This is an optimization exercise on Yosys and OpenROAD, whose aim is small area, not a production implementation. Only simulation tests tie the RTL to the original design; equivalence was not proved. The clock port is modelled as an ideal driver, which makes a skipped or thinned clock tree look cheaper than it is; a real chip needs a root buffer or a tree. No activity file was given, so power comes from the tool's default toggle rates.

Design digital_clock, start of the top module:
module digital_clock(
    input clk,
    input reset,
    input direction,
    input shift_enable,
    input min_test_enable,
    input hr_test_enable,
    output [7:0] dig,
    output [7:0] ssd
    );
    reg [3:0] div_s_q;
    wire [3:0] div_s = div_s_q ^ 4'd0;
    wire [3:0] div_s_n;
    reg [2:0] div_r_q;
    wire [2:0] div_r = div_r_q ^ 3'd0;
    wire [2:0] div_r_n;
    reg [4:0] div_sec_q;
    wire [4:0] div_sec = div_sec_q ^ 5'd0;
    wire [4:0] div_sec_n;
    reg [0:0] clk_sec_q;
    wire [0:0] clk_sec = clk_sec_q ^ 1'd0;
    wire [0:0] clk_sec_n;
    reg [3:0] s0_q;
    wire [3:0] s0 = s0_q ^ 4'd0;
    wire [3:0] s0_n;
    reg [2:0] s1_q;
    wire [2:0] s1 = s1_q ^ 3'd0;
    wire [2:0] s1_n;
    reg [3:0] m0_q;
    wire [3:0] m0 = m0_q ^ 4'd0;
    wire [3:0] m0_n;
    reg [2:0] m1_q;
    wire [2:0] m1 = m1_q ^ 3'd0;
    wire [2:0] m1_n;
    reg [3:0] h0_q;
    wire [3:0] h0 = h0_q ^ 4'd0;
    wire [3:0] h0_n;
    reg [1:0] h1_q;
    wire [1:0] h1 = h1_q ^ 2'd0;
    wire [1:0] h1_n;
    reg [3:0] d0_q;
    wire [3:0] d0 = d0_q ^ 4'd0;
    wire [3:0] d0_n;
    reg [1:0] d1_q;
    wire [1:0] d1 = d1_q ^ 2'd0;
    wire [1:0] d1_n;
    reg [3:0] mo_q;
    wire [3:0] mo = mo_q ^ 4'd0;
    wire [3:0] mo_n;
    reg [4:0] off_q;
    wire [4:0] off = off_q ^ 5'd0;
    wire [4:0] off_n;
    reg [2:0] pos_q;
  ...
For scale: roughly 22 I/O pins, about 2400 µm² of cells after synthesis.
clock: 10.0 ns
lec_check: 0
cap_margin: 20
core_margin: 2
core_utilization: 60
place_density: 0.75
slew_margin: 20
standard.sh (not shown) runs the stock make flow with config.mk's settings and CLKGATE_MAP_FILE= SYNTH_SCRIPT=/design/flow/synth_recipe.tcl, a recipe that flattens the netlist after the stock synthesis.
==> flow/flow/run.sh <==
#!/bin/bash
# Own layout flow: the standard ORFS flow (standard.sh), with
#  - synthesis mapped for area (flow/synth.tcl): no adder-cell extraction, and the final ABC
#    mapping tried with each flow/abc_*.abc script (amap alone, and deepsyn runs with several
#    settings before amap), keeping the smallest; the registers come
#    from the same dfflibmap step as the standard synthesis,
#  - the smallest buffer (buf_1) for the port buffers,
set -euo pipefail
W=$(pwd)
export MY_ABC_SCRIPTS="$(ls $W/flow/abc_*.abc | tr "\n" " ")"
export MY_CLK_CELLS="sky130_fd_sc_hd__buf_4 sky130_fd_sc_hd__buf_6 sky130_fd_sc_hd__buf_8 sky130_fd_sc_hd__buf_12 sky130_fd_sc_hd__clkbuf_16 sky130_fd_sc_hd__buf_16"
export MY_CLK_SLEW_NS=0.115
export MY_CLK_PORT=clk
bash standard.sh \
  SYNTH_SCRIPT=$W/flow/synth.tcl \
  BUFFER_PORTS_ARGS="-buffer_cell sky130_fd_sc_hd__buf_1" \
  PRE_CTS_TCL=$W/flow/cts_hook.tcl \
  finish > $W/flow_make.log 2>&1
==> flow/flow/abc_01_amap.abc <==
strash
 dch -f
 amap
 topo
==> flow/flow/abc_02_deep.abc <==
strash
 &get -n
 &deepsyn -J 100
 &put
 dch -f
 amap
 topo
==> flow/flow/abc_03_deep_amapf.abc <==
strash
 &get -n
 &deepsyn -J 100
 &put
 dch -f
 amap -F 50 -A 50
 topo
==> flow/flow/abc_04_deep_dchp.abc <==
strash
 &get -n
 &deepsyn -J 100
 &put
 dch -f -p
 amap
 topo
==> flow/flow/abc_05_deep_s1.abc <==
strash
 &get -n
 &deepsyn -J 200 -S 1
 &put
 dch -f
 amap
 topo
==> flow/flow/abc_06_deep_s2.abc <==
strash
 &get -n
 &deepsyn -J 200 -S 2
 &put
 dch -f
 amap
 topo
==> flow/flow/abc_07_deep_s3.abc <==
strash
 &get -n
 &deepsyn -J 200 -S 3
 &put
 dch -f
 amap
 topo
==> flow/flow/abc_08_deep_s4.abc <==
strash
 &get -n
 &deepsyn -J 200 -S 4
 &put
 dch -f
 amap
 topo
==> flow/flow/abc_09_deep_s5.abc <==
strash
 &get -n
 &deepsyn -J 200 -S 5
 &put
 dch -f
 amap
 topo
==> flow/flow/abc_10_deep_long.abc <==
strash
 &get -n
 &deepsyn -J 1000
 &put
 dch -f
 amap
 topo
==> flow/flow/synth.tcl <==
# The standard synthesis script (synth_recipe.tcl), with two changes to the cell mapping:
#  - no half/full adder extraction (the adder cells are larger than the plain gates here),
#  - the final ABC mapping is run with each script in MY_ABC_SCRIPTS, and the smallest result
#    (by Yosys's cell area) is kept.
# The registers come from the same dfflibmap step as the standard synthesis; ABC does not
# touch them.
proc synth {args} { yosys synth -nofsm -noshare {*}$args }
proc extract_fa {args} { }
proc my_cell_area {tag} {
  set f [file join $::env(OBJECTS_DIR) abc_try_$tag.txt]
  yosys tee -q -o $f stat -liberty [lindex $::env(LIB_FILES) 0]
  set fh [open $f r]
  set txt [read $fh]
  close $fh
  if {[regexp {Chip area for module[^:]*:\s*([0-9.]+)} $txt -> a]} { return $a }
  return 1e18
}
proc abc {args} {
  set out {}
  set skip 0
  foreach a $args {
    if {$skip} { set skip 0; continue }
    if {$a eq "-script" || $a eq "-D" || $a eq "-constr"} { set skip 1; continue }
    lappend out $a
  }
  yosys design -save my_pre_abc
  set best 1e18
  set i 0
  foreach s $::env(MY_ABC_SCRIPTS) {
    if {$i > 0} { yosys design -load my_pre_abc }
    yosys abc -script $s {*}$out
    yosys opt_clean
    set a [my_cell_area $i]
    puts "ABC script $s: area $a"
    if {$a < $best} {
      set best $a
      yosys design -save my_best_abc
    }
    incr i
  }
  yosys design -load my_best_abc
  puts "ABC: kept area $best"
}
source $::env(SCRIPTS_DIR)/synth.tcl
# left out here: clear keep_hierarchy, flatten, clean up, hide names made inside functions, write 1_2_yosys.v
Other scripts of this flow, unchanged in this note and not shown: flow/flow/cts_hook.tcl
The starting point went through all stages and came out clean.
Edit:
--- a/flow/flow/run.sh
+++ b/flow/flow/run.sh
@@ -4,2 +4 @@
-#    mapping tried with each flow/abc_*.abc script (amap alone, and deepsyn runs with several
-#    settings before amap), keeping the smallest; the registers come
+#    mapping tried with each flow/abc_*.abc script, keeping the smallest; the registers come
@@ -10 +9 @@
-export MY_ABC_SCRIPTS="$(ls $W/flow/abc_*.abc | tr "\n" " ")"
+export MY_ABC_SCRIPTS="$W/flow/abc_amap.abc $W/flow/abc_deep1.abc"
==> flow/flow/abc_amap.abc (new file) <==
strash
 dch -f
 amap
 topo
==> flow/flow/abc_deep1.abc (new file) <==
strash
 &get -n
 &deepsyn -J 100
 &put
 dch -f
 amap
 topo
- CORE_UTILIZATION: 60 -> 40
- PLACE_DENSITY: 0.75 -> unset
removed: flow/flow/abc_01_amap.abc
removed: flow/flow/abc_02_deep.abc
removed: flow/flow/abc_03_deep_amapf.abc
removed: flow/flow/abc_04_deep_dchp.abc
removed: flow/flow/abc_05_deep_s1.abc
removed: flow/flow/abc_06_deep_s2.abc
removed: flow/flow/abc_07_deep_s3.abc
removed: flow/flow/abc_08_deep_s4.abc
removed: flow/flow/abc_09_deep_s5.abc
removed: flow/flow/abc_10_deep_long.abc
The new run completed with no timing, DRC or antenna violations.
Synthesized area rises slightly.
Global-route usage falls by 8.1 points.
Combinational power rises by a quarter to a third.
Total power rises by a few percent.
Hold slack is better by 0.0075 ns.
Synthesized cell count rises by a few percent.
Cell area rises by a few percent.
Die area rises by well over a third.
Clock skew stays flat.
Edit:
--- a/flow/flow/run.sh
+++ b/flow/flow/run.sh
@@ -4,2 +4,3 @@
-#    mapping tried with each flow/abc_*.abc script, keeping the smallest; the registers come
-#    from the same dfflibmap step as the standard synthesis,
+#    mapping tried several ways (amap alone, and ABC's deepsyn and a mapping for each seed:map
+#    pair in MY_ABC_TRIES), keeping the smallest; the registers come from
+#    the same dfflibmap step as the standard synthesis,
@@ -9 +10,3 @@
-export MY_ABC_SCRIPTS="$W/flow/abc_amap.abc $W/flow/abc_deep1.abc"
+export MY_ABC_TRIES="$(for s in $(seq 0 35); do printf '%s:0 ' $s; done; for s in $(seq 0 9); do printf '%s:1 ' $s; done)"
+export MY_ABC_MAPS="amap,amap -F 50 -A 50"
+export MY_ABC_DEEPSYN_J=200
--- a/flow/flow/synth.tcl
+++ b/flow/flow/synth.tcl
@@ -2,3 +2,5 @@
-#  - no half/full adder extraction (the adder cells are larger than the plain gates here),
-#  - the final ABC mapping is run with each script in MY_ABC_SCRIPTS, and the smallest result
-#    (by Yosys's cell area) is kept.
+#  - no half/full adder extraction (the adder cells are larger than plain gates here),
+#  - the final ABC mapping is tried several ways and the smallest result (by Yosys's cell area)
+#    is kept: a plain "dch; amap" mapping, and ABC's &deepsyn AIG optimisation followed by a
+#    mapping command, for each "seed:map" pair in MY_ABC_TRIES (map indexes the comma-separated
+#    MY_ABC_MAPS). Every try is deterministic, so the flow always gives the same netlist.
@@ -17,0 +20,7 @@
+proc my_abc_script {tag lines} {
+  set f [file join $::env(OBJECTS_DIR) abc_$tag.abc]
+  set fh [open $f w]
+  puts $fh [join $lines "\n"]
+  close $fh
+  return $f
+}
@@ -25,0 +35,6 @@
+  set scripts [list [my_abc_script plain {strash "dch -f" amap topo}]]
+  set maps [split $::env(MY_ABC_MAPS) ","]
+  foreach try $::env(MY_ABC_TRIES) {
+    lassign [split $try :] s m
+    lappend scripts [my_abc_script deep_s${s}_m$m [list strash "&get -n" "&deepsyn -J $::env(MY_ABC_DEEPSYN_J) -S $s" "&put" "dch -f" [lindex $maps $m] topo]]
+  }
@@ -29 +44 @@
-  foreach s $::env(MY_ABC_SCRIPTS) {
+  foreach s $scripts {
@@ -34 +49 @@
-    puts "ABC script $s: area $a"
+    puts "ABC script [file tail $s]: area $a"
- CORE_UTILIZATION: 40 -> 60
- PLACE_DENSITY: unset -> 0.75
removed: flow/flow/abc_amap.abc
removed: flow/flow/abc_deep1.abc
Result: The new run completed without violations; total power falls by a few percent; final cell count falls by roughly a tenth; clock power falls by a little under a tenth; setup slack gets worse by 0.14 ns; global-route usage rises by 7.4 points.
Edit:
--- a/flow/flow/run.sh
+++ b/flow/flow/run.sh
@@ -4,3 +4,2 @@
-#    mapping tried several ways (amap alone, and ABC's deepsyn and a mapping for each seed:map
-#    pair in MY_ABC_TRIES), keeping the smallest; the registers come from
-#    the same dfflibmap step as the standard synthesis,
+#    mapping tried with each flow/abc_*.abc script, keeping the smallest; the registers come
+#    from the same dfflibmap step as the standard synthesis,
@@ -10,3 +9 @@
-export MY_ABC_TRIES="$(for s in $(seq 0 35); do printf '%s:0 ' $s; done; for s in $(seq 0 9); do printf '%s:1 ' $s; done)"
-export MY_ABC_MAPS="amap,amap -F 50 -A 50"
-export MY_ABC_DEEPSYN_J=200
+export MY_ABC_SCRIPTS="$W/flow/abc_amap.abc $W/flow/abc_deep1.abc"
==> flow/flow/abc_amap.abc (new file) <==
strash
 dch -f
 amap
 topo
==> flow/flow/abc_deep1.abc (new file) <==
strash
 &get -n
 &deepsyn -J 100
 &put
 dch -f
 amap
 topo
--- a/flow/flow/synth.tcl
+++ b/flow/flow/synth.tcl
@@ -2,5 +2,3 @@
-#  - no half/full adder extraction (the adder cells are larger than plain gates here),
-#  - the final ABC mapping is tried several ways and the smallest result (by Yosys's cell area)
-#    is kept: a plain "dch; amap" mapping, and ABC's &deepsyn AIG optimisation followed by a
-#    mapping command, for each "seed:map" pair in MY_ABC_TRIES (map indexes the comma-separated
-#    MY_ABC_MAPS). Every try is deterministic, so the flow always gives the same netlist.
+#  - no half/full adder extraction (the adder cells are larger than the plain gates here),
+#  - the final ABC mapping is run with each script in MY_ABC_SCRIPTS, and the smallest result
+#    (by Yosys's cell area) is kept.
@@ -20,7 +17,0 @@
-proc my_abc_script {tag lines} {
-  set f [file join $::env(OBJECTS_DIR) abc_$tag.abc]
-  set fh [open $f w]
-  puts $fh [join $lines "\n"]
-  close $fh
-  return $f
-}
@@ -35,6 +25,0 @@
-  set scripts [list [my_abc_script plain {strash "dch -f" amap topo}]]
-  set maps [split $::env(MY_ABC_MAPS) ","]
-  foreach try $::env(MY_ABC_TRIES) {
-    lassign [split $try :] s m
-    lappend scripts [my_abc_script deep_s${s}_m$m [list strash "&get -n" "&deepsyn -J $::env(MY_ABC_DEEPSYN_J) -S $s" "&put" "dch -f" [lindex $maps $m] topo]]
-  }
@@ -44 +29 @@
-  foreach s $scripts {
+  foreach s $::env(MY_ABC_SCRIPTS) {
@@ -49 +34 @@
-    puts "ABC script [file tail $s]: area $a"
+    puts "ABC script $s: area $a"
What happened: Sequential power is about the same; setup slack gets better by 0.21 ns; clock power goes down by a few percent; worst hold slack loses 0.0055 ns; cell count goes up by a little under a tenth; area after synthesis grows slightly; global-route usage barely changes; wire length is higher by a few percent; combinational power came out higher by about a fifth; die area goes up slightly; final area went up by a few percent.
In every run of this note, the design's own scripts or RTL, not TritonCTS, make the clock network.

what the ideal ports hide:
The flow's constraints put no driver on any port. The routed layouts listed below were extracted and timed again, unchanged, in two steps.
Step 1: set_driving_cell puts a clkbuf_16 on clk and a buf_2 on each other input, an assumption about the parent block.
Step 2 times the ports against the registers' clock, not the clock port: input delays grow and output delays shrink by t, the midpoint of the rising clock arrivals with the driver on.
Three values: ideal, step 1, step 2; two values: the first two.
| run | t, ns | setup WS [ns] | hold WS [ns] | worst setup path at the end |
|---|---|---|---|---|
| the first run | 0.178 | 3.153 / 3.102 / 3.280 | 0.411 / 0.411 / 0.411 | register to output |
| the second run | 0.188 | 3.738 / 3.679 / 3.867 | 0.418 / 0.418 / 0.418 | register to output |
| the third run | 0.180 | 3.594 / 3.540 / 3.721 | 0.420 / 0.420 / 0.420 | register to output |
| the fourth run | 0.179 | 3.799 / 3.747 / 3.926 | 0.415 / 0.415 / 0.415 | register to output |
After both steps every run listed still meets setup and hold.
